From an optimization exercise on the open Yosys and OpenROAD flow, aimed at small area, a short achievable clock period and few clock cycles; shortcuts taken in it are not production practice.
RTL that was checked went through simulation tests only; none was proved equivalent to the original.
Power is estimated from default activity; no workload was simulated.

==> flow/design.v (excerpt) <==
module LASER (
    input CLK,
    input RST,
    input  [3:0] X,
    input  [3:0] Y,
    output [3:0] C1X,
    output [3:0] C1Y,
    output [3:0] C2X,
    output [3:0] C2Y,
    output reg DONE
);
reg        scan;           
reg  [5:0] cnt;            
reg  [3:0] ph;             
reg  [3:0] icnt;           
reg        isid;           
reg  [3:0] r0;             
reg  [7:0] Fm;             
reg        pv;             
reg        role;           
reg  [7:0] C1r, C2r;       
wire [7:0] A = role ? C2r : C1r;
wire [7:0] F = role ? C1r : C2r;
wire       read_last = ~scan & (cnt == 6'd40);    
reg  [5:0] best_val;
reg  [7:0] best_pos;
reg  [5:0] mcur;           
reg        eqA;            
wire       stop;           
wire       flush  = RST | stop;
reg        RSTr;           
wire       clr    = RSTr | DONE;   
reg  [15:0] B [0:15];
reg  [3:0]  Xr, Yr;        
reg         pt;            
wire [3:0]  yrow = Yr - ph - 4'd1;     
integer i;
always @(posedge CLK) begin
    RSTr <= RST;
    Xr <= X;
    Yr <= Y;
    pt <= ~RST & ~scan & (cnt != 6'd40);
    for (i = 0; i < 16; i = i + 1) begin
        B[i] <= (clr ? 16'd0 : B[(i + 1) % 16]) | ((pt && yrow == i) ? (16'd1 << Xr) : 16'd0);
    end
end
reg  [16:0] h;
reg  [15:1] fxt;           
wire [31:0] fge = {8'h00, fxt, 9'h1ff};
reg  [8:0]  vrow;          
wire [3:0]  ph_n = ph + 4'd1;
integer vd;
always @(posedge CLK)
    for (vd = 0; vd < 9; vd = vd + 1)
        vrow[vd] <= ({2'b00, ph_n} + vd >= 4) && ({2'b00, ph_n} + vd <= 19);
genvar gd, gc;
function [16:0] hdec;          
    input [3:0] p, fy;
    reg [4:0] d;
    integer k;
    begin
        d = {1'b0, p} - {1'b0, fy};
        for (k = 0; k < 17; k = k + 1)
            hdec[k] = (d == ((k - 8) & 31));
    end
endfunction
function gt6;
    input [5:0] a, b;
    reg [5:0] g, l;
    reg g10, l10, g32, l32, g54, l54, g30, l30;
    begin
        g = a & ~b;
  ...
Size: roughly 27 I/O pins, about 37000 µm² of cells after synthesis.
clock: 11.0 ns
lec_check: 0
abc_area: 1
cap_margin: 20
core_margin: 2
core_utilization: 40
slew_margin: 20
setup_slack_margin: 8
standard.sh (not shown) runs the stock make flow with config.mk's settings and CLKGATE_MAP_FILE= SYNTH_SCRIPT=/design/flow/synth_recipe.tcl, a recipe that flattens the netlist after the stock synthesis.
==> flow/flow/run.sh <==
#!/bin/bash
set -e
cp standard.sh standard.sh.log.txt 2>/dev/null || true
sed -i 's/^export SETUP_SLACK_MARGIN.*$//' config.mk
echo "export SETUP_SLACK_MARGIN = ${MARGIN:-8}" >> config.mk
bash standard.sh > standard.log 2>&1
Testbench counts at the start, summed over its fixed seeds: cycles 12,021.
Edit:
==> flow/flow/run.sh (replaced) <==
#!/bin/bash
set -e
cp standard.sh standard.sh.log.txt 2>/dev/null || true
sed -i 's/^export SETUP_SLACK_MARGIN.*$//' config.mk
echo "export SETUP_SLACK_MARGIN = ${MARGIN:-7.5}" >> config.mk
bash standard.sh > standard.log 2>&1
CTS_CLUSTER_DIAMETER = 80   (was default)
CTS_CLUSTER_SIZE = 16   (was default)
SETUP_SLACK_MARGIN = 7.5   (was 8)
Result:
- The changed run completed with no timing, DRC or antenna violations
- synthesized area does not change
- non-clock buffer count came out lower by 164
- combinational power came out lower by about 10%
- clock power came out lower by 28%
- maximum frequency came out lower by 5.3%
Edit:
==> flow/flow/run.sh (replaced) <==
#!/bin/bash
set -e
cp standard.sh standard.sh.log.txt 2>/dev/null || true
sed -i 's/^export SETUP_SLACK_MARGIN.*$//' config.mk
echo "export SETUP_SLACK_MARGIN = ${MARGIN:-7.7}" >> config.mk
bash standard.sh > standard.log 2>&1
CAP_MARGIN = 10   (was 20)
CTS_CLUSTER_DIAMETER = 100   (was 80)
CTS_CLUSTER_SIZE = 20   (was 16)
SETUP_SLACK_MARGIN = 7.7   (was 7.5)
SLEW_MARGIN = 10   (was 20)
Effect:
- die area stays the same
- routed wire length climbs by 3.3%
- first-iteration DRC count drops by 5.5%
- area after synthesis is unchanged
- sequential power stays flat
- critical path depth climbs by 4
- sequential share of layout area drops by 0.88 points
- maximum frequency climbs by 4.1%
- setup slack improves by 0.14 ns
- clock-buffer cell count drops by 10
Edit:
==> flow/flow/run.sh (replaced) <==
#!/bin/bash
set -e
cp standard.sh standard.sh.log.txt 2>/dev/null || true
sed -i 's/^export SETUP_SLACK_MARGIN.*$//' config.mk
echo "export SETUP_SLACK_MARGIN = ${MARGIN:-7.6}" >> config.mk
bash standard.sh > standard.log 2>&1
CAP_MARGIN = 20   (was 10)
SETUP_SLACK_MARGIN = 7.6   (was 7.7)
SLEW_MARGIN = 20   (was 10)
=> Global-route usage fell by 0.78 points. Final area fell by 2.4%. Utilization fell by 1.1 points. Flip-flop and latch count does not change. Count of clock-buffer cells in the layout fell by 2. Routed wire length fell by 2.8%. Clock power fell by about 5%. Worst hold slack barely changes. Power fell by 1.9%. Synthesized cell count does not change. Non-clock buffer count fell by 39.
Edit:
==> flow/flow/run.sh (replaced) <==
#!/bin/bash
set -e
cp standard.sh standard.sh.log.txt 2>/dev/null || true
sed -i 's/^export SETUP_SLACK_MARGIN.*$//' config.mk
echo "export SETUP_SLACK_MARGIN = ${MARGIN:-7.25}" >> config.mk
bash standard.sh > standard.log 2>&1
CTS_CLUSTER_DIAMETER = default   (was 100)
CTS_CLUSTER_SIZE = default   (was 20)
SETUP_SLACK_MARGIN = 7.25   (was 7.6)
After rerunning:
- utilization hardly moves
- worst setup slack is worse by 0.35 ns
- via count barely changes
- non-clock buffer count decreases by 66
- wire length decreases by 0.54%
- cell area is about the same
- total power increases by 16%

---

Another version of the RTL of LASER (not shown whole).
Size in the first run: roughly 4,300 cells after synthesis, about 640 flip-flops, roughly 36,000 sq um of cells after synthesis.
Design LASER, start of the top module:
module LASER (
    input CLK,
    input RST,
    input  [3:0] X,
    input  [3:0] Y,
    output [3:0] C1X,
    output [3:0] C1Y,
    output [3:0] C2X,
    output [3:0] C2Y,
    output reg DONE
);
reg        scan;           
reg  [5:0] cnt;            
reg  [3:0] ph;             
reg  [3:0] icnt;           
reg        isid;           
reg  [3:0] r0;             
reg  [7:0] Fm;             
reg        pv;             
reg        role;           
reg  [7:0] C1r, C2r;       
wire [7:0] A = role ? C2r : C1r;
wire [7:0] F = role ? C1r : C2r;
wire       read_last = ~scan & (cnt == 6'd39);
reg  [5:0] best_val;
reg  [7:0] best_pos;
reg  [5:0] mcur;           
reg        eqA;            
wire       stop;           
wire       flush  = RST | stop;
reg        RSTr;           
wire       clr    = RSTr | DONE;   
reg  [15:0] B [0:15];
wire [3:0]  yrow = Y - ph - 4'd1;      
integer i;
always @(posedge CLK) begin
    RSTr <= RST;
    for (i = 0; i < 16; i = i + 1) begin
        B[i] <= (clr ? 16'd0 : B[(i + 1) % 16]) | ((~scan && yrow == i) ? (16'd1 << X) : 16'd0);
    end
end
reg  [16:0] h;
reg  [15:1] fxt;           
wire [31:0] fge = {8'h00, fxt, 9'h1ff};
reg  [8:0]  vrow;          
wire [3:0]  ph_n = ph + 4'd1;
integer vd;
always @(posedge CLK)
    for (vd = 0; vd < 9; vd = vd + 1)
        vrow[vd] <= ({2'b00, ph_n} + vd >= 4) && ({2'b00, ph_n} + vd <= 19);
genvar gd, gc;
function [16:0] hdec;          
    input [3:0] p, fy;
    reg [4:0] d;
    integer k;
    begin
        d = {1'b0, p} - {1'b0, fy};
        for (k = 0; k < 17; k = k + 1)
            hdec[k] = (d == ((k - 8) & 31));
    end
endfunction
function gt6;
    input [5:0] a, b;
    reg [5:0] g, l;
  ...
==> flow/config.mk <==
export PLATFORM = sky130hd
export DESIGN_NAME = LASER
export DESIGN_NICKNAME = LASER
export VERILOG_FILES = /design/flow/design.v
export SDC_FILE = /design/flow/constraint.sdc
export NUM_CORES = 4
export LEC_CHECK = 0
export ABC_AREA = 1
export CAP_MARGIN = 20
export CORE_MARGIN = 2
export CORE_UTILIZATION = 40
export SLEW_MARGIN = 20
export SETUP_SLACK_MARGIN = 7
export BUFFER_PORTS_ARGS = -buffer_cell sky130_fd_sc_hd__buf_2
==> flow/constraint.sdc <==
create_clock -name core_clock -period 11.0 [get_ports {CLK}]
set_input_delay 2.2000 -clock core_clock [delete_from_list [all_inputs] [get_ports {CLK}]]
set_output_delay 2.2000 -clock core_clock [all_outputs]
set_load 0.01 [all_outputs]
==> flow/flow/run.sh <==
#!/bin/bash
set -e
sed -i 's/^export SETUP_SLACK_MARGIN.*$//' config.mk
echo "export SETUP_SLACK_MARGIN = 7" >> config.mk
echo "export BUFFER_PORTS_ARGS = -buffer_cell sky130_fd_sc_hd__buf_2" >> config.mk
bash standard.sh > standard.log 2>&1
Rerun with:
==> flow/flow/run.sh (replaced) <==
#!/bin/bash
set -e
cp standard.sh standard.sh.log.txt 2>/dev/null || true
sed -i 's/^export SETUP_SLACK_MARGIN.*$//' config.mk
echo "export SETUP_SLACK_MARGIN = ${MARGIN:-7}" >> config.mk
bash standard.sh > standard.log 2>&1
--- a/flow/config.mk
+++ b/flow/config.mk
@@ -14 +13,0 @@
-export BUFFER_PORTS_ARGS = -buffer_cell sky130_fd_sc_hd__buf_2
Effect: The new run finished clean; routed wire length went down by 2.4%; total power went down by 1.2%; maximum frequency is about the same; synthesized cell count is unchanged; flip-flop and latch count stays the same.
Function was not checked in any run of this note: the RTL went through the layout flow alone.

---

LASER, a different RTL version from the one above (not shown whole).
Size in the first run: ~4500 cells after synthesis, ~670 flip-flops.
## LASER
module LASER (
    input CLK,
    input RST,
    input  [3:0] X,
    input  [3:0] Y,
    output [3:0] C1X,
    output [3:0] C1Y,
    output [3:0] C2X,
    output [3:0] C2Y,
    output reg DONE
);
clock: 11.0 ns
lec_check: 0
abc_area: 1
cap_margin: 50
core_margin: 2
core_utilization: 40
cts_cluster_diameter: 100
cts_cluster_size: 20
slew_margin: 50
setup_slack_margin: 7.5
==> flow/flow/run.sh <==
#!/bin/bash
set -e
cp standard.sh standard.sh.log.txt 2>/dev/null || true
sed -i 's/^export SETUP_SLACK_MARGIN.*$//' config.mk
echo "export SETUP_SLACK_MARGIN = ${MARGIN:-7.5}" >> config.mk
bash standard.sh > standard.log 2>&1
The first run finished with timing, DRC and antenna clean.
Next try:
==> flow/flow/run.sh (replaced) <==
#!/bin/bash
set -e
sed -i 's/^export SETUP_SLACK_MARGIN.*$//' config.mk
echo "export SETUP_SLACK_MARGIN = 7.5" >> config.mk
echo "export BUFFER_PORTS_ARGS = -buffer_cell sky130_fd_sc_hd__buf_2" >> config.mk
bash standard.sh > standard.log 2>&1
BUFFER_PORTS_ARGS = -buffer_cell sky130_fd_sc_hd__buf_2   (was unset)
CAP_MARGIN = 20   (was 50)
SLEW_MARGIN = 20   (was 50)
- The new run completed with no timing, DRC or antenna violations
- total power fell by 0.62%
- first-iteration DRC count is unchanged
- synthesized cell count stays the same
- area after synthesis does not change
- die area is unchanged
- global-route usage climbs by 0.58 points
- cell count went down by 0.50%
- clock skew drops by 9.0 ps
- wire length rises by 1.8%
- utilization falls by 0.55 points
- clock power came out lower by about 2%
No run of this note included a check of the RTL's function; only the layout flow was run.

---

LASER, a different RTL version from the one above (not shown whole).
Size in the first run: about 3900 cells after synthesis, roughly 660 flip-flops, about 27 I/O pins, about 37000 µm² of cells after synthesis.
// LASER
module LASER (
    input CLK,
    input RST,
    input  [3:0] X,
    input  [3:0] Y,
    output [3:0] C1X,
    output [3:0] C1Y,
    output [3:0] C2X,
    output [3:0] C2Y,
    output reg DONE
);
reg        scan;           
reg  [5:0] cnt;            
reg  [3:0] ph;             
reg  [3:0] icnt;           
reg        isid;           
reg  [3:0] r0;             
reg  [7:0] Fm;             
reg        pv;             
reg        role;           
reg  [7:0] A;              
reg  [7:0] F;              
wire       read_last = ~scan & (cnt == 6'd40);    
reg  [5:0] best_val;
reg  [7:0] best_pos;
reg  [5:0] mcur;           
reg        eqA;            
wire       stop;           
wire       flush  = RST | stop;
reg        RSTr;           
wire       clr    = RSTr | DONE;   
reg  [15:0] B [0:15];
reg  [3:0]  Xr, Yr;        
reg         pt;            
wire [3:0]  yrow = Yr - ph - 4'd1;     
integer i;
always @(posedge CLK) begin
    RSTr <= RST;
    Xr <= X;
    Yr <= Y;
    pt <= ~RST & ~scan & (cnt != 6'd40);
    for (i = 0; i < 16; i = i + 1) begin
        B[i] <= (clr ? 16'd0 : B[(i + 1) % 16]) | ((pt && yrow == i) ? (16'd1 << Xr) : 16'd0);
    end
end
reg  [16:0] h;
reg  [15:0] fxh;           
reg  [8:0]  vrow;          
wire [3:0]  ph_n = ph + 4'd1;
integer vd;
always @(posedge CLK)
    for (vd = 0; vd < 9; vd = vd + 1)
        vrow[vd] <= ({2'b00, ph_n} + vd >= 4) && ({2'b00, ph_n} + vd <= 19);
genvar gd, gc;
function [16:0] hdec;          
    input [3:0] p, fy;
    reg [4:0] d;
    integer k;
    begin
        d = {1'b0, p} - {1'b0, fy};
        for (k = 0; k < 17; k = k + 1)
            hdec[k] = (d == ((k - 8) & 31));
    end
endfunction
function gt6;
    input [5:0] a, b;
    reg [5:0] g, l;
    reg g10, l10, g32, l32, g54, l54, g30, l30;
    begin
        g = a & ~b;
        l = ~a & b;
        g10 = g[1] | (~l[1] & g[0]);  l10 = l[1] | (~g[1] & l[0]);
        g32 = g[3] | (~l[3] & g[2]);  l32 = l[3] | (~g[3] & l[2]);
        g54 = g[5] | (~l[5] & g[4]);  l54 = l[5] | (~g[5] & l[4]);
        g30 = g32 | (~l32 & g10);     l30 = l32 | (~g32 & l10);
        gt6 = g54 | (~l54 & g30);
    end
endfunction
wire [8:0] B_w [0:15];                               
generate
for (gd = 0; gd < 9; gd = gd + 1) begin : g_row
    localparam integer D = gd - 4;
    wire valid = vrow[gd];
    wire s4 = h[8 - D];
  ...
==> flow/config.mk <==
export PLATFORM = sky130hd
export DESIGN_NAME = LASER
export DESIGN_NICKNAME = LASER
export VERILOG_FILES = /design/flow/design.v
export SDC_FILE = /design/flow/constraint.sdc
export NUM_CORES = 4
export LEC_CHECK = 0
export CAP_MARGIN = 20
export CORE_MARGIN = 2
export CORE_UTILIZATION = 40
export SETUP_SLACK_MARGIN = 5
export SLEW_MARGIN = 20
==> flow/constraint.sdc <==
create_clock -name core_clock -period 11.0 [get_ports {CLK}]
set_input_delay 2.2000 -clock core_clock [delete_from_list [all_inputs] [get_ports {CLK}]]
set_output_delay 2.2000 -clock core_clock [all_outputs]
set_load 0.01 [all_outputs]
run.sh (not shown) runs the stock make flow with config.mk's settings and CLKGATE_MAP_FILE= SYNTH_SCRIPT=/design/flow/synth_recipe.tcl, a recipe that flattens the netlist after the stock synthesis.
Stock flow here: none of the scripts above is used.
The baseline went through all stages and came out clean.
Testbench counts at the start, summed over its fixed seeds: cycles 11,952.
Edit:
==> flow/flow/run.sh (new file) <==
#!/bin/bash
set -e
cp standard.sh standard.sh.log.txt 2>/dev/null || true
sed -i 's/^export SETUP_SLACK_MARGIN.*$//' config.mk
echo "export SETUP_SLACK_MARGIN = ${MARGIN:-8}" >> config.mk
bash standard.sh > standard.log 2>&1
==> flow/standard.sh (new file) <==
#!/bin/bash
# synth_recipe.tcl (not shown) runs the flow's synth.tcl, then flattens the netlist and writes it again
# the make line also repeats each setting of config.mk as NAME=value (left out here)
make -C /OpenROAD-flow-scripts/flow DESIGN_CONFIG=/design/flow/config.mk WORK_HOME=/design/flow/orfs CLKGATE_MAP_FILE= SYNTH_SCRIPT=/design/flow/synth_recipe.tcl "${@:-finish}"
- SETUP_SLACK_MARGIN: 5 -> 8
removed: flow/run.sh
Outcome:
- die area is unchanged
- utilization went up by 7.6 points
- hold slack gains 0.010 ns
- synthesized cell count does not change
- design area went up by about a fifth
- first-iteration DRC count went down slightly
- global-route usage went up by 2.3 points
Edit:
--- a/flow/flow/run.sh
+++ b/flow/flow/run.sh
@@ -5 +5 @@
-echo "export SETUP_SLACK_MARGIN = ${MARGIN:-8}" >> config.mk
+echo "export SETUP_SLACK_MARGIN = ${MARGIN:-7}" >> config.mk
- SETUP_SLACK_MARGIN: 8 -> 7
Effect: Critical path depth came out lower by 5; setup slack is worse by 0.22 ns; cell count fell by 5.1%; clock-buffer cell count shrinks by 9; die area stays the same; total power fell by 3.9%; worst hold slack hardly moves; routed wire length fell by 14%; clock skew came out lower by 0.0050 ns; sequential power hardly moves; flip-flop and latch count is unchanged.

## what the ideal ports hide
No port has a modelled driver above. Below, the same layouts with a new extraction and two added sets of constraints.
Step 1 assumes that a clkbuf_16 drives the clock port and a buf_2 every other input.
Step 2 times the ports against the registers' clock, not the clock port: input delays grow and output delays shrink by t, the midpoint of the rising clock arrivals with the driver on.
a / b / c = ideal ports / drivers / drivers and shift; a / b = the first two.
run | t (ns) | slack for setup (ns) | hold WS [ns] | worst data-port slew with drivers (ns)
the first run of note 1 | 0.684 | 7.647 / 7.639 / 7.463 | 0.324 / 0.324 / 0.324 | 0.06
the second run of note 1 | 0.679 | 7.461 / 7.461 / 7.174 | 0.323 / 0.323 / 0.323 | 0.06
the third run of note 1 | 0.667 | 7.602 / 7.602 / 7.306 | 0.320 / 0.320 / 0.320 | 0.03
the fourth run of note 1 | 0.661 | 7.551 / 7.551 / 7.131 | 0.321 / 0.321 / 0.321 | 0.06
the fifth run of note 1 | 0.691 | 7.205 / 7.205 / 7.129 | 0.326 / 0.326 / 0.326 | 0.06
the first run of note 2 | 0.695 | 6.951 / 6.951 / 6.347 | 0.320 / 0.320 / 0.320 | 0.04
the second run of note 2 | 0.690 | 6.956 / 6.999 / 6.309 | 0.325 / 0.325 / 0.325 | 0.03
the first run of note 3 | 0.665 | 7.461 / 7.461 / 7.450 | 0.332 / 0.332 / 0.332 | 0.03
the second run of note 3 | 0.657 | 7.399 / 7.399 / 7.399 | 0.334 / 0.334 / 0.334 | 0.04
the first run of note 4 | 0.682 | 5.768 / 5.768 / 5.768 | 0.316 / 0.316 / 0.316 | 0.03
the second run of note 4 | 0.695 | 7.239 / 7.173 / 7.239 | 0.326 / 0.326 / 0.326 | 0.03
the third run of note 4 | 0.682 | 7.017 / 7.010 / 7.017 | 0.325 / 0.325 / 0.325 | 0.03
After both steps every run listed still meets setup and hold. For the second run of note 2, which loses most, drivers alone change the setup slack by +0.043 ns; drivers and shift together by -0.647 ns.
